This design comes from an exercise in tuning for a short achievable clock period and few clock cycles on the open sky130 flow, not from production work.
In this exercise RTL edits were held to simulation tests only and were not proved equivalent to the original.
Power and IR drop assume default switching activity.

<file path="flow/config.mk">
export PLATFORM = sky130hd
export DESIGN_NAME = Processor
export DESIGN_NICKNAME = Processor
export VERILOG_FILES = /design/flow/design.v
export SDC_FILE = /design/flow/constraint.sdc
export NUM_CORES = 4
export LEC_CHECK = 0
export CAP_MARGIN = 20
export CORE_MARGIN = 2
export CORE_UTILIZATION = 55
export PLACE_DENSITY = 0.75
export SETUP_SLACK_MARGIN = 2.8
export SLEW_MARGIN = 20
export TNS_END_PERCENT = 10
</file>
<file path="flow/constraint.sdc">
create_clock -name core_clock -period 5.5 [get_ports {clk}]
set_input_delay 1.1000 -clock core_clock [delete_from_list [all_inputs] [get_ports {clk}]]
set_output_delay 1.1000 -clock core_clock [all_outputs]
set_load 0.01 [all_outputs]
</file>
<file path="flow/design.v">
module Processor (
    input wire clk,
    input wire reset,
    output wire [31:0] mem_addr,
    output wire [31:0] mem_wdata,
    input wire [31:0] mem_rdata,
    output wire mem_wen
);
    reg [31:0] fpc;        
    reg [31:0] maddr;      
    reg [31:0] saddr;      
    reg        wen_q;
    reg [31:0] wdata_q;
    reg        Mv;         
    reg        M_lw;
    reg [3:0]  M_rt;
    reg [31:0] ras;        
    assign mem_addr  = maddr;
    assign mem_wdata = wdata_q;
    assign mem_wen   = wen_q;
    localparam BB = 4;             
    localparam BT = 6;             
    localparam BN = 1 << BB;
    reg          btb_v   [0:BN-1];
    reg [BT-1:0] btb_tag [0:BN-1];
    reg [31:0]   btb_tgt [0:BN-1];
    reg          btb_ret [0:BN-1];
    wire [BB-1:0] fidx  = fpc[BB-1:0];
    reg           bhit;
    integer       be;
    always @(*) begin
        bhit = 1'b0;
        for (be = 0; be < BN; be = be + 1)
            if (fidx == be[BB-1:0] && btb_v[be] && btb_tag[be] == fpc[BB+BT-1:BB])
                bhit = 1'b1;
    end
    wire [31:0]   bpred = btb_ret[fidx] ? ras : btb_tgt[fidx];
    reg          upd_v;
    reg          upd_set;      
    reg [31:0]   upd_pc;
    reg [31:0]   upd_tgt;
    reg          upd_ret;
    localparam CB = 5;
    localparam CN = 1 << CB;
    reg           ic_v   [0:CN-1];
    reg [9:CB]    ic_tag [0:CN-1];
    reg [31:0]    ic_dat [0:CN-1];
    reg           frz;             
    reg           smE_q, smD_q;    
    reg [31:0]    ic_w;
    reg [31:0] rf [1:15];
    reg        Dv;
    reg [31:0] IR_D;
    reg [31:0] pc_D;
    reg [31:0] pcp_D;      
    reg [15:0] sa_D, sb_D;   
    reg        hit_D;      
    reg [31:0] ptgt_D;     
    reg        Ev;
    reg [31:0] A_E, B_E, O2_E;
    reg        fa_E, fb_E;           
    reg        fbp_E, fbn_E;         
    reg [5:0]  ssel_E;               
    reg        byw_a, byw_b;         
    reg        bym_a, bym_b;         
    reg [31:0] res_W, resn_W;        
    reg        wW;                   
    reg [3:0]  wdW;
    reg [1:0]  fn_E;       
    reg        cin_E;
    reg        we_E;
    reg [3:0]  wd_E;
    reg        isbr_E, bne_E, isjr_E, isld_E, isst_E;
    reg        a_rs_E, o2_b_E, inv_E;
    reg [3:0]  rs_E, rt_E;
    reg [31:0] pc_E, pcp_E, btgt_E;
    reg        hit_E;      
    reg [31:0] ptgt_E;     
    reg        z_E;        
    wire [5:0]  op    = IR_D[31:26];
    wire [3:0]  rs    = IR_D[24:21];
    wire [3:0]  rt    = IR_D[19:16];
    wire [3:0]  rd    = IR_D[14:11];
    wire [5:0]  fnct  = IR_D[5:0];
    wire [31:0] simm  = {{16{IR_D[15]}}, IR_D[15:0]};
    wire d_r    = (op == 6'h00);
    wire d_imm  = (op[5:3] == 3'b001);
    wire d_lw   = (op == 6'h23);
    wire d_sw   = (op == 6'h2B);
    wire d_beq  = (op == 6'h04);
    wire d_bne  = (op == 6'h05);
    wire d_br   = d_beq | d_bne;
    wire d_j    = (op == 6'h02);
    wire d_jal  = (op == 6'h03);
    wire d_jj   = d_j | d_jal;
    wire d_jr   = d_r & (fnct == 6'h08);
    reg [1:0] d_fn;
    reg       d_inv;       
    reg       d_o2imm;     
    reg       d_o2zero;    
    always @(*) begin
        d_fn = 2'd0; d_inv = 1'b0; d_o2imm = 1'b0; d_o2zero = 1'b0;
        if (d_r) begin
            case (fnct)
                6'h20: d_fn = 2'd0;
                6'h22: begin d_fn = 2'd0; d_inv = 1'b1; end
                6'h24: d_fn = 2'd1;
                6'h25: d_fn = 2'd2;
                6'h2A: begin d_fn = 2'd3; d_inv = 1'b1; end
                default: begin d_fn = 2'd1; d_o2zero = 1'b1; end
            endcase
        end else if (d_imm) begin
            if (op[2:0] == 3'b000) d_o2imm = 1'b1;
            else if (op[2:0] == 3'b100) begin d_fn = 2'd1; d_o2imm = 1'b1; end
            else begin d_fn = 2'd1; d_o2zero = 1'b1; end
        end else if (d_lw | d_sw) begin
            d_o2imm = 1'b1;
        end else if (d_jal) begin
            d_o2zero = 1'b1;
        end
    end
    wire [3:0] d_dest = d_r ? rd : d_jal ? 4'd15 : rt;
    wire d_we = (d_r | d_imm | d_jal) & (d_dest != 4'd0);
    wire [31:0] jtgt = {6'b0, IR_D[25:0]};
    wire d_jok  = hit_D & (ptgt_D == jtgt);
    wire d_bad  = d_jj ? ~d_jok : d_jr ? ~hit_D : (~d_br & hit_D);
    wire [31:0] d_tgt = d_jj ? jtgt : d_jr ? ras : pcp_D;
    wire [16:0] bt_lo = {1'b0, pcp_D[15:0]} + {1'b0, IR_D[15:0]};
    wire [15:0] bt_hp = pcp_D[31:16] + 16'd1;
    wire [15:0] bt_hm = pcp_D[31:16] - 16'd1;
    wire [15:0] bt_hi = IR_D[15] ? (bt_lo[16] ? pcp_D[31:16] : bt_hm)
                                 : (bt_lo[16] ? bt_hp : pcp_D[31:16]);
    wire [31:0] btgt_D = {bt_hi, bt_lo[15:0]};
    wire [31:0] A_op  = fa_E ? res_W : A_E;
    wire [31:0] B_op  = fb_E ? res_W : B_E;
    wire [31:0] O2_op = fbp_E ? res_W : fbn_E ? resn_W : O2_E;
    wire [33:0] x1 = {1'b0, A_E, 1'b1}   + {1'b0, O2_E, cin_E};
    wire [33:0] x2 = {1'b0, res_W, 1'b1} + {1'b0, O2_E, cin_E};
    wire [32:0] x3 = {1'b0, A_E} + {1'b0, res_W};
    wire [33:0] x4 = {1'b0, A_E, 1'b1}   + {1'b0, resn_W, 1'b1};
    wire [32:0] x5 = {res_W, 1'b0};
    wire [32:0] x6 = {1'b1, 32'd0};
    wire [32:0] sum = ({33{ssel_E[0]}} & x1[33:1]) | ({33{ssel_E[1]}} & x2[33:1])
                    | ({33{ssel_E[2]}} & x3)       | ({33{ssel_E[3]}} & x4[33:1])
                    | ({33{ssel_E[4]}} & x5)       | ({33{ssel_E[5]}} & x6);
    reg  [31:0] res_E;
    always @(*) begin
        case (fn_E)
            2'd0: res_E = sum[31:0];
            2'd1: res_E = A_op & O2_op;
            2'd2: res_E = A_op | O2_op;
            default: res_E = {31'd0, ~sum[32]};
        endcase
    end
    wire eqAB = (A_E == B_E);
    wire eqWB = (res_W == B_E);
    wire eqAW = (A_E == res_W);
    wire eq_E   = fa_E ? (fb_E | eqWB) : (fb_E ? eqAW : eqAB);
    wire tk_E   = bne_E ^ eq_E;
    wire tok_E  = (ptgt_E == btgt_E);
    wire jrok_E = fa_E ? (res_W == ptgt_E) : (A_E == ptgt_E);
    wire bmis_E = tk_E ? ~(hit_E ? tok_E : z_E) : hit_E;
    wire mis_E  = isbr_E ? bmis_E : (isjr_E & ~jrok_E);
    wire [31:0] etgt = isjr_E ? A_op : hit_E ? (tok_E ? pcp_E : pc_E) : btgt_E;
    wire e_go   = Ev & ~frz;
    wire redirE = e_go & mis_E;
    wire toM    = e_go & (isld_E | isst_E);
    wire d_run  = Dv & ~frz;
    wire redirD = d_run & d_bad;
    wire [31:0] fpc1;
    genvar gi;
    generate for (gi = 0; gi < 32; gi = gi + 1) begin : inc
        if (gi == 0) begin : b0
            assign fpc1[gi] = ~fpc[gi];
        end else begin : bn
            assign fpc1[gi] = fpc[gi] ^ (&fpc[gi-1:0]);
        end
    end endgenerate
    wire [31:0] nfpc_noE = redirD ? d_tgt : bhit ? bpred : fpc1;
    wire [31:0] nfpc = redirE ? etgt : nfpc_noE;
    reg [31:0] rf_a, rf_b;
    integer ri;
    always @(*) begin
        rf_a = 32'd0; rf_b = 32'd0;
        for (ri = 1; ri < 16; ri = ri + 1) begin
            rf_a = rf_a | ({32{sa_D[ri]}} & rf[ri]);
            rf_b = rf_b | ({32{sb_D[ri]}} & rf[ri]);
        end
    end
    wire [31:0] va = byw_a ? res_W : bym_a ? mem_rdata : rf_a;
    wire [31:0] vb = byw_b ? res_W : bym_b ? mem_rdata : rf_b;
    wire fwd_a = Ev & we_E & (wd_E == rs);
    wire fwd_b = Ev & we_E & (wd_E == rt);
    wire sa_f = fwd_a & ~d_jal;
    wire sp_f = fwd_b & ~d_o2zero & ~d_o2imm & ~d_inv;
    wire sn_f = fwd_b & ~d_o2zero & ~d_o2imm & d_inv;
    wire [5:0] ssel_D = {sa_f & sn_f, sa_f & sp_f, ~sa_f & sn_f, ~sa_f & sp_f,
                         sa_f & ~sp_f & ~sn_f, ~sa_f & ~sp_f & ~sn_f};
    wire [31:0] in_w = Mv ? ic_w : mem_rdata;
    always @(posedge clk or posedge reset) begin
        if (reset) begin
            fpc <= 32'd0;
            maddr <= 32'd0;
            wen_q <= 1'b0;
            Mv <= 1'b0;
            Dv <= 1'b0;
            Ev <= 1'b0;
        end else if (frz) begin
            Mv <= 1'b0;
            wen_q <= 1'b0;
            if (smE_q & Ev) begin
                Ev <= 1'b0; Dv <= 1'b0;
                fpc <= pc_E; maddr <= pc_E;
            end else if (smD_q & Dv) begin
                Dv <= 1'b0;
                fpc <= pc_D; maddr <= pc_D;
            end else begin
                maddr <= fpc;
            end
        end else begin
            fpc <= nfpc;
            maddr <= toM ? sum[31:0] : nfpc;
            Mv <= toM;
            wen_q <= toM & isst_E;
            Dv <= ~redirE & ~redirD;
            Ev <= Dv & ~redirE;
        end
    end
    always @(posedge clk) begin
        if (frz) begin
            if (M_lw & Ev) begin
                if (a_rs_E & (rs_E == M_rt)) begin
                    A_E <= mem_rdata; fa_E <= 1'b0;
                end
                if (rt_E == M_rt) begin
                    B_E <= mem_rdata; fb_E <= 1'b0;
                    if (o2_b_E) begin
                        O2_E <= inv_E ? ~mem_rdata : mem_rdata;
                        fbp_E <= 1'b0; fbn_E <= 1'b0;
                    end
                end
            end
        end else begin
            res_W <= res_E;
            resn_W <= ~res_E;
            wdW <= wd_E;
            if (toM) begin
                wdata_q <= B_op;
                saddr <= sum[31:0];
            end
            M_lw <= isld_E & (wd_E != 4'd0);
            M_rt <= wd_E;
            IR_D <= in_w;
            pc_D <= fpc;
            pcp_D <= fpc1;
            sa_D <= 16'd1 << in_w[24:21];
            sb_D <= 16'd1 << in_w[19:16];
            hit_D <= bhit;
            ptgt_D <= bpred;
            if (Dv & d_jal) ras <= pcp_D;
            A_E <= d_jal ? pcp_D : va;
            B_E <= vb;
            O2_E <= d_o2zero ? 32'd0 : d_o2imm ? simm : d_inv ? ~vb : vb;
            fa_E <= fwd_a & ~d_jal;
            fb_E <= fwd_b;
            fbp_E <= fwd_b & ~d_o2zero & ~d_o2imm & ~d_inv;
            fbn_E <= fwd_b & ~d_o2zero & ~d_o2imm & d_inv;
            ssel_E <= ssel_D;
            fn_E <= d_fn;
            cin_E <= d_inv;
            inv_E <= d_inv;
            a_rs_E <= ~d_jal;
            o2_b_E <= ~d_o2zero & ~d_o2imm;
            we_E <= d_we;
            wd_E <= d_dest;
            isbr_E <= d_br;
            bne_E <= d_bne;
            isjr_E <= d_jr;
            isld_E <= d_lw;
            isst_E <= d_sw;
            rs_E <= rs;
            rt_E <= rt;
            pc_E <= pc_D;
            pcp_E <= pcp_D;
            btgt_E <= btgt_D;
            hit_E <= hit_D;
            ptgt_E <= (d_jr & ~hit_D) ? ras : ptgt_D;
            z_E <= (IR_D[15:0] == 16'd0);
        end
    end
    always @(posedge clk or posedge reset) begin
        if (reset) begin
            upd_v <= 1'b0;
        end else begin
            upd_v <= 1'b0;
            if (e_go & isbr_E) begin
                if (tk_E & ~z_E & ~(hit_E & tok_E)) begin
                    upd_v <= 1'b1; upd_set <= 1'b1;
                end else if (~tk_E & hit_E) begin
                    upd_v <= 1'b1; upd_set <= 1'b0;
                end
                upd_pc <= pc_E; upd_tgt <= btgt_E; upd_ret <= 1'b0;
            end else begin
                upd_v <= redirD;
                upd_set <= d_jj | d_jr;
                upd_pc <= pc_D; upd_tgt <= jtgt; upd_ret <= d_jr;
            end
        end
    end
    integer k;
    always @(posedge clk or posedge reset) begin
        if (reset) begin
            for (k = 0; k < BN; k = k + 1) btb_v[k] <= 1'b0;
        end else if (upd_v) begin
            btb_v[upd_pc[BB-1:0]] <= upd_set;
        end
    end
    always @(posedge clk) begin
        if (upd_v) begin
            btb_tag[upd_pc[BB-1:0]] <= upd_pc[BB+BT-1:BB];
            btb_tgt[upd_pc[BB-1:0]] <= upd_tgt;
            btb_ret[upd_pc[BB-1:0]] <= upd_ret;
        end
    end
    wire          f_low  = (fpc[31:10] == 22'd0);
    wire          f1_low = f_low & (fpc[9:0] != 10'h3FF);    
    wire          s_low  = (saddr[31:10] == 22'd0);
    wire [CB-1:0] la_idx = fpc1[CB-1:0];
    reg la_any;
    integer le;
    always @(*) begin
        la_any = 1'b0;
        for (le = 0; le < CN; le = le + 1)
            if (la_idx == le[CB-1:0] && ic_v[le] && ic_tag[le] == fpc1[9:CB])
                la_any = 1'b1;
    end
    wire la_hit = la_any & f1_low;
    wire seq = ~redirE & ~redirD & ~bhit;
    wire seq_m = ~redirD & ~bhit;       
    wire [9:0] s_lo  = sum[9:0];
    wire d_use_rt = d_r | d_br | d_sw;
    wire dep_n  = isld_E & (wd_E != 4'd0) & Dv & ((wd_E == rs) | (d_use_rt & (wd_E == rt)));
    wire smE_n  = isst_E & Dv & (s_lo == pc_D[9:0]);
    wire smD_n  = isst_E & (s_lo == fpc[9:0]);
    wire smF_n  = isst_E & (s_lo == fpc1[9:0]);
    wire smL_n  = Mv & wen_q & (saddr[9:0] == fpc1[9:0]);
    wire frz_n  = toM & ~(seq_m & la_hit & ~dep_n & ~smE_n & ~smD_n & ~smF_n & ~smL_n);
    integer c;
    always @(posedge clk or posedge reset) begin
        if (reset) begin
            for (c = 0; c < CN; c = c + 1) ic_v[c] <= 1'b0;
            frz <= 1'b0;
            wW <= 1'b0;
            smE_q <= 1'b0; smD_q <= 1'b0;
            byw_a <= 1'b0; byw_b <= 1'b0; bym_a <= 1'b0; bym_b <= 1'b0;
        end else begin
            frz <= ~frz & frz_n;
            wW <= ~frz & e_go & we_E;
            if (~frz) begin
                smE_q <= smE_n;
                smD_q <= smD_n;
            end
            for (c = 0; c < CN; c = c + 1) begin
                if (~Mv) begin
                    if (f_low & (fpc[CB-1:0] == c[CB-1:0])) ic_v[c] <= 1'b1;
                end else if (wen_q & s_low & (saddr[CB-1:0] == c[CB-1:0])
                             & (ic_tag[c] == saddr[9:CB])) begin
                    ic_v[c] <= 1'b0;
                end
            end
            byw_a <= ~frz & e_go & we_E & (wd_E == in_w[24:21]);
            byw_b <= ~frz & e_go & we_E & (wd_E == in_w[19:16]);
            bym_a <= ~frz & toM & isld_E & (wd_E != 4'd0) & (wd_E == in_w[24:21]);
            bym_b <= ~frz & toM & isld_E & (wd_E != 4'd0) & (wd_E == in_w[19:16]);
        end
    end
    always @(posedge clk) begin
        ic_w <= ic_dat[la_idx];
        if (~Mv & f_low) begin
            ic_tag[fpc[CB-1:0]] <= fpc[9:CB];
            ic_dat[fpc[CB-1:0]] <= mem_rdata;
        end
    end
    integer i;
    always @(posedge clk or posedge reset) begin
        if (reset) begin
            for (i = 1; i < 16; i = i + 1) rf[i] <= 32'd0;
        end else begin
            if (Mv & M_lw) rf[M_rt] <= mem_rdata;
            if (wW) rf[wdW] <= res_W;
        end
    end
endmodule
</file>
<file path="flow/run.sh">
#!/bin/bash
# synth_recipe.tcl (not shown) runs the flow's synth.tcl, then flattens the netlist and writes it again
# the make line also repeats each setting of config.mk as NAME=value (left out here)
make -C /OpenROAD-flow-scripts/flow DESIGN_CONFIG=/design/flow/config.mk WORK_HOME=/design/flow/orfs CLKGATE_MAP_FILE= SYNTH_SCRIPT=/design/flow/synth_recipe.tcl finish
</file>
==> results of run 1 <==
state kept, by name (all words and copies together), names as in the netlist, 96 cells and up:
signal / count
ic_tag: 160
rf: 480
btb_tag: 96
ic_dat: 1024
btb_tgt: 512
kinds of logic (layout without fill, tap and decap cells):
group	Yosys count	in the layout	share of synthesized area, %
DFF	3072	3072	60.6
adders and majority gates	159	159	1.38
muxes	1294	1296	13.2
AOI/OAI and AO/OA	2210	2210	9.70
and+or+nand+nor	2490	2494	7.79
xor gates and xnor gates	794	794	4.91
buffers and inverters	933	1891	2.51
other	0	45	0
synth_stat cells, types with 241 or more instances:
cell	count
mux2i_1	645
nor2_1	742
xnor2_1	535
clkbuf_1	652
edfxtp_1	2435
nand2_1	872
o21ai_0	414
mux4_2	485
nand4_1	243
a22oi_1	430
dfrtp_1	605
a21oi_1	667
xor2_1	241
metal layers:
layer | track usage (%) | vias up
met5 | 0.667 | -
met4 | 31.4 | 56
met3 | 15.8 | 3215
met2 | 60.4 | 12012
met1 | 53.5 | 55068
li1 | - | 43516
what timing repair did:
action / in CTS / in global routing
cloned: 72 / 10
buffers inserted: 361 / 214
resized for setup: 758 / 415
pin swaps: 187 / 180
endpoints found under the setup margin: 2169 / 2243
worst max-delay path, stage by stage (launching register included):
cell and delay [ns]:
dfrtp_4 0.51, ha_4 0.17, and4_4 0.15, nand4_1 0.14
inv_2 0.08, ha_4 0.36, buf_4 0.30, xnor2_1 0.16
nand4_1 0.19, nor4b_2 0.42, nand4_1 0.26, o2111ai_2 0.18
nor4_2 0.08, a31oi_2 0.25, or4_4 0.21, o211ai_1 0.09
o31a_1 0.25
worst paths after layout:
check | startpoint | endpoint | slack (ns) | cells past startpoint
max | fpc[0] | frz | 1.58 | 16
min | pc_D[25] | pc_E[25] | 0.45 | 0
max reg2reg | fpc[0] | frz | 1.58 | 16
min reg2reg | pc_D[25] | pc_E[25] | 0.45 | 0
max in group asynchronous | reset | rf[11][25] | 3.05 | 5
min in group asynchronous | reset | fpc[0] | 1.05 | 3
per-stage QoR:
step                      cells  instance area (sq um)
final                     15494                 176000
after detailed placement  14204                 153000
after CTS                 15218                 172000
after global routing      15468                 176000
after global placement    14201                 153000
after floorplan           10952                 147000
final cells by class:
cell class / count / area (sq um) / share of cell area [%]
clock buffers: 430 / 8770 / 4.98
multi-input cells: 6953 / 58800 / 33.4
repair buffers: 1176 / 12900 / 7.34
well taps: 3533 / 4420 / 2.51
inverters: 133 / 591 / 0.335
repair inverters: 1 / 11.3 / 0.00639
clock inverters: 151 / 1550 / 0.878
diodes: 45 / 113 / 0.0639
flip-flops and latches: 3072 / 88900 / 50.5
power by group through the flow:
| stage | Combinational, mW | Clock, mW | Sequential (mW) |
|---|---|---|---|
| floorplan | 30.6 | 0 | 34.8 |
| global placement | 45.1 | 0 | 37.5 |
| detailed placement | 45.9 | 0 | 37.6 |
| CTS | 56.1 | 21.9 | 36.7 |
| global route | 65.3 | 22.9 | 37.1 |
| finish | 64.0 | 22.3 | 37.1 |
==> impl_metrics.py, run 1 <==
metrics = {
    "place": {
        "pre_cts_ws_ns": 0.659,
        "hpwlAfterDp_um": 339000,
        "gp_congestion": 1.10,
        "portBuffers": 98,
    },
    "detailed_routing": {
        "avgRoutedWirePerCell_um": 39.0,
        "ant_nets": 0,
        "routed_wl_um": 605000,
        "wl_met2_um": 252000,
        "drt_pre_antenna_iters": 13,
        "drtIter0Drc": 23258,
        "maxUsedRoutingLayer": "met5",
        "wirelength_met1_um": 193000,
        "num_vias": 113867,
        "drc": 0,
        "avgViaCountPerCell": 7.35,
        "wl_met3_um": 100000,
    },
    "job": {
        "drv_cap": 0,
    },
    "power": {
        "pwr-share-comb_pct": 51.9,
        "finalPower_mw": 123,
        "power.internal_mw": 70.6,
        "clockPowerShare_pct": 18.1,
        "power_density_mw_per_mm2": 701,
        "seqPwrFrac_pct": 30.1,
        "swShare_pct": 42.8,
        "power.leakage_nw": 60.7,
        "power.switching_mw": 52.9,
        "peakVddDrop_uv": 615,
    },
    "worst_setup_path": {
        "worst_ep_required_time_ns": 6.34,
        "crit_fanout": 11,
        "end_kind": "flip-flop",
        "start_kind": "flip-flop",
        "crit_type": "flip-flop to flip-flop",
        "cp.arrival_ns": 4.75,
    },
    "clocking": {
        "cts_sinks": 3072,
        "numCtsBuffers": 319,
        "cts_hold_buf": 0,
        "root_buffer": "clkbuf_16",
        "clkTransAtPathRegs_ns": 0.07,
        "clock_path_buffers": 4,
        "tritoncts": "yes",
        "worstSkewPairLatency_ns": 0.99,
        "htreeDepth": 5,
    },
    "logic_synthesis": {
        "mappedNetlistArea_sq_mm": 0.147,
        "ys_types": 99,
        "synth_top_area_share_pct": 49.8,
        "syn_inst": 10952,
        "yosysWarningCount": 4,
        "ys_seq_area_share_pct": 60.6,
        "synth_edf_count": 2435,
        "synth_top_flop_cell": "edfxtp_1",
        "synth_area_leaders": "edfxtp_1 (50%), dfrtp_1 (10%), mux4_2 (7.4%)",
        "synth_area_leader_cell": "edfxtp_1",
        "syn-num-nets": 11145,
        "async_reset_ff_share_pct": 19.7,
        "ys_seq_elements": 3072,
        "avgSynthCellArea_sq_um": 13.4,
    },
    "timing": {
        "finalHoldViolations": 0,
        "setup_violations": 0,
        "tightest_slew_ns": 1.25,
        "max_freq_ghz": 0.255,
        "fin_tns_setup_ns": 0,
        "rsz0062_at_grt": "yes",
        "whs_ns": 0.451,
        "fin_crit_sh_pct": 71.2,
        "fin_ws_ns": 1.58,
        "slew-limit-headroom_pct": 16.6,
        "slew_violations": 0,
        "fin_skew_ns": 0.161,
        "min_period_ns": 3.92,
    },
    "global_routing": {
        "grt_pass1_wl_um": 817000,
        "grt_antenna_before_repair": 65,
        "grt_pass1_vias": 107372,
        "grtUsageTotal_pct": 42.6,
        "grt_start_max_net_pins": 183,
        "gr-total-overflow": 0,
    },
    "die": {
        "dieArea_sq_mm": 0.271,
        "pin_count": 99,
        "die_h_um": 521,
        "initial_utilization_pct": 55.3,
        "die-width_um": 521,
        "row_count": 189,
        "core_sq_mm": 0.265,
    },
    "finish": {
        "drive_gt1_share_pct": 24.5,
        "nets": 11849,
        "final_cell_mix": "edfxtp_1 (2,435), nand2_1 (822), buf_4 (723)",
        "fillers": 17648,
        "fin_util_pct": 66.4,
        "syn_to_final_growth_pct": 20.0,
        "final_common_cell": "edfxtp_1",
    },
    "run_status": {
        "outcome": "no timing/DRC/antenna violations",
    },
    "min_path": {
        "hp-class": "flip-flop to flip-flop",
    },
}
Testbench counts, summed over its fixed seeds: cycles 111,125.
==> inputs of run 2 (changes only) <==
--- a/flow/design.v
+++ b/flow/design.v
@@ -42,3 +42,3 @@
     reg          upd_ret;
-    localparam CB = 5;
+    localparam CB = 4;
     localparam CN = 1 << CB;
==> impl_metrics.py, run 2 <==
metrics = {
    "clocking": {
        "clock_path_buffers": 4,
        "root_buffer": "clkbuf_16",
        "numCtsBuffers": 274,
        "tritoncts": "yes",
        "cts_hold_buf": 0,
        "cts_sinks": 2480,
        "htreeDepth": 5,
        "clkTransAtPathRegs_ns": 0.06,
        "worstSkewPairLatency_ns": 0.97,
    },
    "detailed_routing": {
        "drc": 0,
        "avgViaCountPerCell": 7.15,
        "avgRoutedWirePerCell_um": 35.3,
        "routed_wl_um": 462000,
        "drtIter0Drc": 18510,
        "drt_pre_antenna_iters": 11,
        "ant_nets": 0,
        "num_vias": 93676,
    },
    "logic_synthesis": {
        "synth_area_leader_cell": "edfxtp_1",
        "mappedNetlistArea_sq_mm": 0.122,
        "syn-num-nets": 9828,
        "synth_top_area_share_pct": 45.8,
        "ys_seq_elements": 2480,
        "yosysWarningCount": 4,
        "ys_seq_area_share_pct": 58.5,
        "syn_inst": 9635,
        "async_reset_ff_share_pct": 23.8,
        "ys_top_cells_by_count": "edfxtp_1 (1,859), a21oi_1 (713), nand2_1 (709)",
        "synth_edf_count": 1859,
        "synth_top_flop_cell": "edfxtp_1",
        "avgSynthCellArea_sq_um": 12.6,
        "synth_area_leaders": "edfxtp_1 (46%), dfrtp_1 (12%), mux4_2 (6.0%)",
        "synth.most_common_cell": "edfxtp_1",
        "ys_types": 94,
    },
    "timing": {
        "fin_skew_ns": 0.0643,
        "tightest_slew_ns": 1.24,
        "rsz0062_at_grt": "yes",
        "fin_tns_setup_ns": 0,
        "max_freq_ghz": 0.245,
        "fin_crit_sh_pct": 74.1,
        "setup_violations": 0,
        "slew_violations": 0,
        "slew-limit-headroom_pct": 17.3,
        "min_period_ns": 4.07,
        "finalHoldViolations": 0,
    },
    "finish": {
        "syn_to_final_growth_pct": 15.7,
        "final_cell_mix": "edfxtp_1 (1,859), a21oi_1 (691), nand2_1 (683)",
        "fillers": 15743,
        "seq_area_sq_mm": 0.0712,
        "nets": 10128,
        "fin_util_pct": 64.0,
        "final_common_cell": "edfxtp_1",
        "drive_gt1_share_pct": 19.3,
        "fin_area_sq_mm": 0.141,
        "multi_input_area_sq_mm": 0.0496,
    },
    "worst_setup_path": {
        "worst_ep_required_time_ns": 6.19,
        "r2r_start": "res_W[0]",
        "reg2regPathDepth": 12,
        "cp_slowest_stage_delay_ns": 0.50,
        "cp_slowest_cell": "edfxtp_1",
        "cp_common_cell": "a221o_1",
        "end_kind": "flip-flop",
        "rr_endpoint": "res_W[28]",
        "path_cells": "ha_2 -> fa_2 -> a211oi_2 -> o21bai_2 -> a221o_1 -> a32o_2 -> a31o_4 -> a221oi_4 -> and2b_1 -> xnor2_1 -> a221o_1 -> a221o_1",
        "start_kind": "flip-flop",
        "cp.arrival_ns": 4.77,
        "crit_fanout": 3,
        "startpoint": "res_W[0]",
        "crit_type": "flip-flop to flip-flop",
        "r2r_setup_slack_ns": 1.43,
    },
    "job": {
        "drv_cap": 0,
    },
    "global_routing": {
        "grt_antenna_before_repair": 19,
        "grtUsageTotal_pct": 39.8,
        "grt_pass1_wl_um": 642000,
        "grt_start_max_net_pins": 142,
        "gr-total-overflow": 0,
        "grt_pass1_vias": 89658,
    },
    "die": {
        "die-width_um": 475,
        "die_h_um": 475,
        "dieArea_sq_mm": 0.225,
        "initial_utilization_pct": 55.4,
        "core_sq_mm": 0.220,
        "pin_count": 99,
        "row_count": 172,
    },
    "power": {
        "swShare_pct": 42.3,
        "pwr-share-comb_pct": 48.1,
        "power.internal_mw": 56.1,
        "clockPowerShare_pct": 18.8,
        "peakVddDrop_uv": 601,
        "power.leakage_nw": 48.6,
        "power.switching_mw": 41.1,
        "seqPwrFrac_pct": 33.1,
        "power_density_mw_per_mm2": 691,
        "finalPower_mw": 97.3,
    },
    "place": {
        "portBuffers": 98,
        "hpwlAfterDp_um": 271000,
        "gp_congestion": 1.04,
        "postPlaceCellArea_sq_mm": 0.127,
    },
    "min_path": {
        "hp-class": "flip-flop to flip-flop",
        "hold_start": "pc_D[25]",
        "holdPathStages": 0,
        "hold_path_end": "pc_E[25]",
    },
    "run_status": {
        "outcome": "no timing/DRC/antenna violations",
    },
}
==> run 2: cell types whose count changed after synthesis, moves of 36 or more <==
| cell | before | now |
|---|---|---|
| a21oi_1 | 667 | 713 |
| nand2_1 | 872 | 709 |
| clkbuf_1 | 652 | 600 |
| edfxtp_1 | 2435 | 1859 |
| xnor2_1 | 535 | 401 |
| mux4_2 | 485 | 323 |
| nor2_1 | 742 | 664 |
| inv_1 | 127 | 91 |
| xor2_1 | 241 | 287 |
==> run 2: timing repair <==
item,in CTS,in global routing
gates cloned,14,11
buffers inserted,170,119
pin swaps,141,117
resized for setup,401,202
setup endpoints to repair,1651,1819
==> run 2: through the flow <==
step	std cells	setup WS, ns	hold slack, ns
finish	13093	1.43	0.441
global route	13086	1.36	0.448
CTS	12948	1.56	0.433
detailed placement	12296	0.837	0.435
global placement	12294	0.767	0.429
floorplan	9635	-6.45	0.424
==> run 2: cell type report <==
cell class | instances | area share [%]
clock buffer | 369 | 5.42
sequential | 2480 | 50.6
timing repair buffer | 753 | 5.13
tap | 2958 | 2.63
clock inverter | 99 | 0.719
antenna | 8 | 0.0142
multi-input combinational | 6328 | 35.2
inverter | 98 | 0.289
==> run 2: critical path: cells and delay by family (launching register included) <==
kind            cells  cell delay (ns)
compound gates      8             2.40
xor+xnor            1             0.09
fa+ha+maj           2             0.65
flops               1             0.50
simple gates        1             0.21
==> run 2: cells by family (layout without fill, tap and decap cells) <==
kind of cell | after synthesis | in the layout | share of synthesized area, %
AO/OA/AOI/OAI | 2156 | 2156 | 11.2
XOR/XNOR | 690 | 690 | 4.98
adder cells (fa/ha/maj) | 159 | 159 | 1.66
buffers and inverters | 828 | 1319 | 2.63
flip-flops | 2480 | 2480 | 58.5
multiplexers | 1118 | 1118 | 12.7
other | 0 | 8 | 0
AND/OR/NAND/NOR | 2204 | 2205 | 8.34
==> run 2: worst max-delay path by stage <==
stage,endpoint,slack [ns]
global route,res_W[28],1.36
finish,res_W[28],1.43
CTS,res_W[28],1.56
global placement,res_W[31],0.77
detailed placement,res_W[31],0.84
floorplan,upd_pc[0],-6.45
==> run 2: power groups by stage <==
stage | clock [mW] | combinational, mW | sequential (mW)
6_report | 18.3 | 46.8 | 32.1
5_1_grt | 19.0 | 48.6 | 32.2
2_1_floorplan | 0 | 26.0 | 29.7
3_3_place_gp | 0 | 37.5 | 32.0
4_1_cts | 18.3 | 42.1 | 31.8
3_5_place_dp | 0 | 38.2 | 32.1
==> run 2: per-layer routing <==
metal | vias up | global-route usage (%) | routed length [um] | part of all wire [%]
li1 | 37299 | - | - | -
met1 | 45773 | 51.1 | 157000 | 34
met2 | 8473 | 57.2 | 195000 | 42
met3 | 2115 | 14.7 | 72100 | 16
met4 | 16 | 24.8 | 37100 | 8.0
met5 | - | 0.498 | 187 | 0.040
Testbench counts of run 2, summed over its fixed seeds: cycles 112,057.
==> inputs of run 3 (changes only) <==
--- a/flow/design.v
+++ b/flow/design.v
@@ -42,3 +42,3 @@
     reg          upd_ret;
-    localparam CB = 4;
+    localparam CB = 5;
     localparam CN = 1 << CB;
--- a/flow/config.mk
+++ b/flow/config.mk
@@ -9,4 +9,4 @@
 export CORE_MARGIN = 2
-export CORE_UTILIZATION = 55
-export PLACE_DENSITY = 0.75
+export CORE_UTILIZATION = 65
+export PLACE_DENSITY = 0.85
 export SETUP_SLACK_MARGIN = 2.8
==> impl_metrics.py, run 3 <==
metrics = {
    "logic_synthesis": {
        "avgSynthCellArea_sq_um": 13.4,
        "synth_top_flop_cell": "edfxtp_1",
        "synth_top_area_share_pct": 49.8,
        "ys_top_cells_by_count": "edfxtp_1 (2,435), nand2_1 (872), nor2_1 (742)",
        "ys_seq_elements": 3072,
        "yosysWarningCount": 4,
        "mappedNetlistArea_sq_mm": 0.147,
        "ys_types": 99,
        "syn_inst": 10952,
        "async_reset_ff_share_pct": 19.7,
        "synth_area_leader_cell": "edfxtp_1",
        "ys_seq_area_share_pct": 60.6,
        "synth.most_common_cell": "edfxtp_1",
        "synth_edf_count": 2435,
        "synth_area_leaders": "edfxtp_1 (50%), dfrtp_1 (10%), mux4_2 (7.4%)",
        "syn-num-nets": 11145,
    },
    "run_status": {
        "stop_stage": "global routing (5_1_grt)",
        "first-error": "[ERROR GRT-0232] Routing congestion too high. Check the congestion heatmap in the GUI.",
        "outcome": "stopped before the end",
    },
    "global_routing": {
        "grt_start_max_net_pins": 160,
        "gr-total-overflow": 105,
        "grtUsageTotal_pct": 74.0,
    },
    "place": {
        "dpl.cell_count": 13640,
        "hpwlAfterDp_um": 360000,
        "postPlaceCellArea_sq_mm": 0.152,
        "portBuffers": 98,
        "gp_congestion": 1.06,
    },
    "clocking": {
        "root_buffer": "clkbuf_16",
        "clock_path_buffers": 4,
        "cts_hold_buf": 0,
        "htreeDepth": 5,
        "numCtsBuffers": 325,
        "cts_sinks": 3072,
    },
    "die": {
        "die_h_um": 479,
        "initial_utilization_pct": 65.3,
        "pin_count": 99,
        "die-width_um": 479,
        "row_count": 174,
    },
}
[run 3: changes by cell type after synthesis, sizes merged, moves of 22 or more]
cell    delta
edfxtp   +576
nand2    +164
mux4     +162
xnor2    +133
nor2      +79
clkbuf    +52
a21oi     -48
xor2      -45
inv       +38
nand4     +33
nor4      +29
o41ai     +25
a211oi    +22
[run 3: metrics by stage]
stage          power [mW]  setup WS [ns]
2_1_floorplan        65.3          -6.72
3_3_place_gp         83.4          0.663
3_5_place_dp         84.7          0.617
4_1_cts               115           1.67
[run 3: worst max-delay path by stage]
stage	start	endpoint	slack [ns]	cells after the start
4_1_cts	fpc[1]	frz	1.67	16
2_1_floorplan	reset	upd_pc[0]	-6.72	1
3_3_place_gp	fa_E	maddr[3]	0.66	12
3_5_place_dp	fa_E	maddr[7]	0.62	12
[run 3: kinds of logic after synthesis]
logic type,Yosys count,share of synthesized area (%)
adders and majority gates,159,1.38
xor gates and xnor gates,794,4.91
buffers and inverters,933,2.51
muxes,1294,13.2
AOI/OAI and AO/OA,2210,9.70
and+or+nand+nor,2490,7.79
DFF,3072,60.6
[run 3: routing by layer]
metal	global-route usage (%)	GRT overflow
met3	61.7	9
met5	36.9	1
met1	77.7	10
met4	65.5	45
met2	87.2	40
[run 3: repair_timing]
action	in CTS
cloned	47
endpoints found under the setup margin	2278
pin swaps	152
buffers inserted	323
gates resized for setup	683
[run 3: power groups by stage]
stage / clock [mW] / sequential (mW) / combinational, mW
2_1_floorplan: 0 / 34.8 / 30.6
3_3_place_gp: 0 / 37.3 / 46.1
3_5_place_dp: 0 / 37.4 / 47.3
4_1_cts: 22.2 / 36.6 / 56.4
Testbench counts of run 3, summed over its fixed seeds: cycles 111,125.
==> inputs of run 4 (changes only) <==
--- a/flow/config.mk
+++ b/flow/config.mk
@@ -9,4 +9,4 @@
 export CORE_MARGIN = 2
-export CORE_UTILIZATION = 65
-export PLACE_DENSITY = 0.85
+export CORE_UTILIZATION = 50
+export PLACE_DENSITY = 0.7
 export SETUP_SLACK_MARGIN = 2.8
==> impl_metrics.py, run 4 <==
metrics = {
    "logic_synthesis": {
        "avgSynthCellArea_sq_um": 13.4,
        "synth_area_leaders": "edfxtp_1 (50%), dfrtp_1 (10%), mux4_2 (7.4%)",
        "async_reset_ff_share_pct": 19.7,
        "ys_types": 99,
        "mappedNetlistArea_sq_mm": 0.147,
        "synth_area_leader_cell": "edfxtp_1",
        "synth_top_area_share_pct": 49.8,
        "yosysWarningCount": 4,
        "syn_inst": 10952,
        "ys_seq_area_share_pct": 60.6,
        "synth_top_flop_cell": "edfxtp_1",
        "ys_seq_elements": 3072,
        "ys_top_cells_by_count": "edfxtp_1 (2,435), nand2_1 (872), nor2_1 (742)",
        "synth_edf_count": 2435,
        "syn-num-nets": 11145,
        "synth.most_common_cell": "edfxtp_1",
    },
    "clocking": {
        "cts_hold_buf": 0,
        "clkTransAtPathRegs_ns": 0.07,
        "tritoncts": "yes",
        "worstSkewPairLatency_ns": 0.94,
        "htreeDepth": 5,
        "clock_path_buffers": 4,
        "numCtsBuffers": 320,
        "cts_sinks": 3072,
        "root_buffer": "clkbuf_16",
    },
    "timing": {
        "finalHoldViolations": 0,
        "tightest_slew_ns": 1.28,
        "rsz0062_at_grt": "yes",
        "slew_violations": 0,
        "fin_skew_ns": 0.0944,
        "fin_ws_ns": 1.60,
        "fin_crit_sh_pct": 70.9,
        "min_period_ns": 3.90,
        "max_freq_ghz": 0.256,
        "setup_violations": 0,
        "slew-limit-headroom_pct": 14.7,
    },
    "detailed_routing": {
        "wl_met3_um": 92200,
        "drt_pre_antenna_iters": 11,
        "ant_nets": 0,
        "routed_wl_um": 584000,
        "drtIter0Drc": 21035,
        "avgRoutedWirePerCell_um": 37.0,
        "num_vias": 110700,
        "wl_met2_um": 246000,
        "avgViaCountPerCell": 7.01,
        "wirelength_met1_um": 197000,
        "drc": 0,
        "maxUsedRoutingLayer": "met5",
    },
    "worst_setup_path": {
        "start_kind": "flip-flop",
        "crit_type": "flip-flop to flip-flop",
        "r2r_start": "A_E[0]",
        "cp.arrival_ns": 4.52,
        "crit_fanout": 4,
        "end_kind": "flip-flop",
        "worst_ep_required_time_ns": 6.12,
        "startpoint": "A_E[0]",
    },
    "place": {
        "dpl.cell_count": 14587,
        "gp_congestion": 1.07,
        "pre_cts_ws_ns": 0.575,
        "portBuffers": 98,
        "hpwlAfterDp_um": 335000,
    },
    "finish": {
        "final_cell_mix": "edfxtp_1 (2,435), nand2_1 (824), nor2_1 (671)",
        "fin_util_pct": 60.3,
        "final_cells": 15783,
        "drive_gt1_share_pct": 23.8,
        "largest_reg_flops": 1024,
        "syn_to_final_growth_pct": 19.7,
        "nets": 11777,
        "final_common_cell": "edfxtp_1",
    },
    "die": {
        "row_count": 198,
        "initial_utilization_pct": 50.3,
        "die_h_um": 546,
        "core_sq_mm": 0.292,
        "die-width_um": 546,
        "pin_count": 99,
        "dieArea_sq_mm": 0.298,
    },
    "power": {
        "peakVddDrop_uv": 458,
        "seqPwrFrac_pct": 30.7,
        "power_density_mw_per_mm2": 683,
        "pwr-share-comb_pct": 50.6,
        "power.internal_mw": 69.5,
        "swShare_pct": 42.1,
        "power.leakage_nw": 60.3,
        "power.switching_mw": 50.6,
        "finalPower_mw": 120,
        "clockPowerShare_pct": 18.7,
    },
    "global_routing": {
        "grt_start_max_net_pins": 153,
        "grt_pass1_wl_um": 795000,
        "grtUsageTotal_pct": 37.4,
        "grt_antenna_before_repair": 65,
        "grt_pass1_vias": 104691,
        "gr-total-overflow": 0,
    },
    "run_status": {
        "outcome": "no timing/DRC/antenna violations",
    },
    "min_path": {
        "hp-class": "flip-flop to flip-flop",
        "hold_start": "pc_D[26]",
    },
    "job": {
        "drv_cap": 0,
    },
}
run 4: cell counts after synthesis:
No cell type changed its count.
run 4: critical path, cell delays in order (launching register included):
cell,delay (ns)
edfxtp_1,0.43
buf_6,0.16
buf_6,0.11
ha_4,0.22
a211oi_4,0.27
o32ai_2,0.11
buf_4,0.17
a21oi_4,0.38
o2111a_2,0.35
nor4_4,0.07
buf_4,0.15
or3_1,0.31
and3_4,0.19
or4_4,0.52
a21o_1,0.18
run 4: power groups by stage:
stage | sequential, mW | combinational (mW) | clock (mW)
2_1_floorplan | 34.8 | 30.6 | 0
3_3_place_gp | 37.1 | 45.8 | 0
3_5_place_dp | 37.2 | 46.3 | 0
4_1_cts | 36.5 | 55.8 | 22.3
5_1_grt | 37.0 | 62.4 | 23.2
6_report | 36.9 | 60.7 | 22.4
run 4: stage by stage:
step | instance area (sq um) | setup TNS (ns) | hold WS [ns]
finish | 176000 | 0 | 0.445
global route | 176000 | 0 | 0.455
CTS | 172000 | 0 | 0.436
detailed placement | 154000 | 0 | 0.439
global placement | 154000 | 0 | 0.429
floorplan | 147000 | -3463.46 | 0.423
run 4: path summary, 6_finish.rpt:
| kind | cells after the start | end | slack [ns] |
|---|---|---|---|
| worst max-delay path | 14 | res_W[26] | 1.60 |
| worst min-delay path | 0 | pc_E[26] | 0.44 |
| worst max register to register | 14 | res_W[26] | 1.60 |
| worst min register to register | 0 | pc_E[26] | 0.44 |
| max in group asynchronous | 4 | rf[4][1] | 2.92 |
| min in group asynchronous | 3 | ic_v[6] | 1.05 |
run 4: final cells by class:
class | instances | area, sq um
tap | 3900 | 4880
clock inverter | 183 | 1970
antenna | 39 | 97.6
timing repair buffer | 1106 | 12300
multi-input combinational | 6951 | 58300
sequential | 3072 | 88900
inverter | 133 | 577
fill | 21387 | 116000
clock buffer | 399 | 8590
run 4: cells by family (layout without fill, tap and decap cells):
group	Yosys count	in the layout	synth area share [%]
compound gates	2210	2210	9.70
xor+xnor	794	794	4.91
fa+ha+maj	159	159	1.38
buf+inv	933	1821	2.51
flops	3072	3072	60.6
mux	1294	1294	13.2
other cells	0	39	0
simple gates	2490	2494	7.79
run 4: routing by layer:
| layer | GRT usage [%] | vias up |
|---|---|---|
| met4 | 23.6 | 40 |
| met2 | 53.7 | 10361 |
| met1 | 49.4 | 54463 |
| li1 | - | 43387 |
| met3 | 11.6 | 2449 |
| met5 | 0.160 | - |
run 4: repair_timing:
| item | 4_1_cts | 5_1_grt |
|---|---|---|
| pin swaps | 212 | 158 |
| gates resized for setup | 755 | 340 |
| endpoints found under the setup margin | 2312 | 2378 |
| gates cloned | 60 | 19 |
| setup buffers | 330 | 164 |

==> separate check: timing with driven ports <==
The flow's constraints put no driver on any port. The routed layouts listed below were extracted and timed again, unchanged, in two steps.
Step 1 sets driving cells, clkbuf_16 on the clock port and buf_2 on the other inputs (assumed; they add their load-dependent delay and slew).
Step 2 adds t to the input delays and takes it off the output delays; t is the mean of the earliest and latest rising clock arrival at the registers after step 1. Input paths then give back, and output paths get back, about the clock's delay inside the block.
Three values: ideal, step 1, step 2; two values: the first two.
| run | t (ns) | setup slack, ns | worst setup path at the end | cell pins on the clock port's net |
|---|---|---|---|---|
| run 1 | 1.017 | 1.584 / 1.584 / 1.584 | register to register | 1 |
| run 2 | 1.036 | 1.426 / 1.426 / 1.426 | register to register | 1 |
| run 4 | 1.001 | 1.600 / 1.600 / 1.600 | register to register | 1 |
After both steps setup and hold are still met in every run listed.
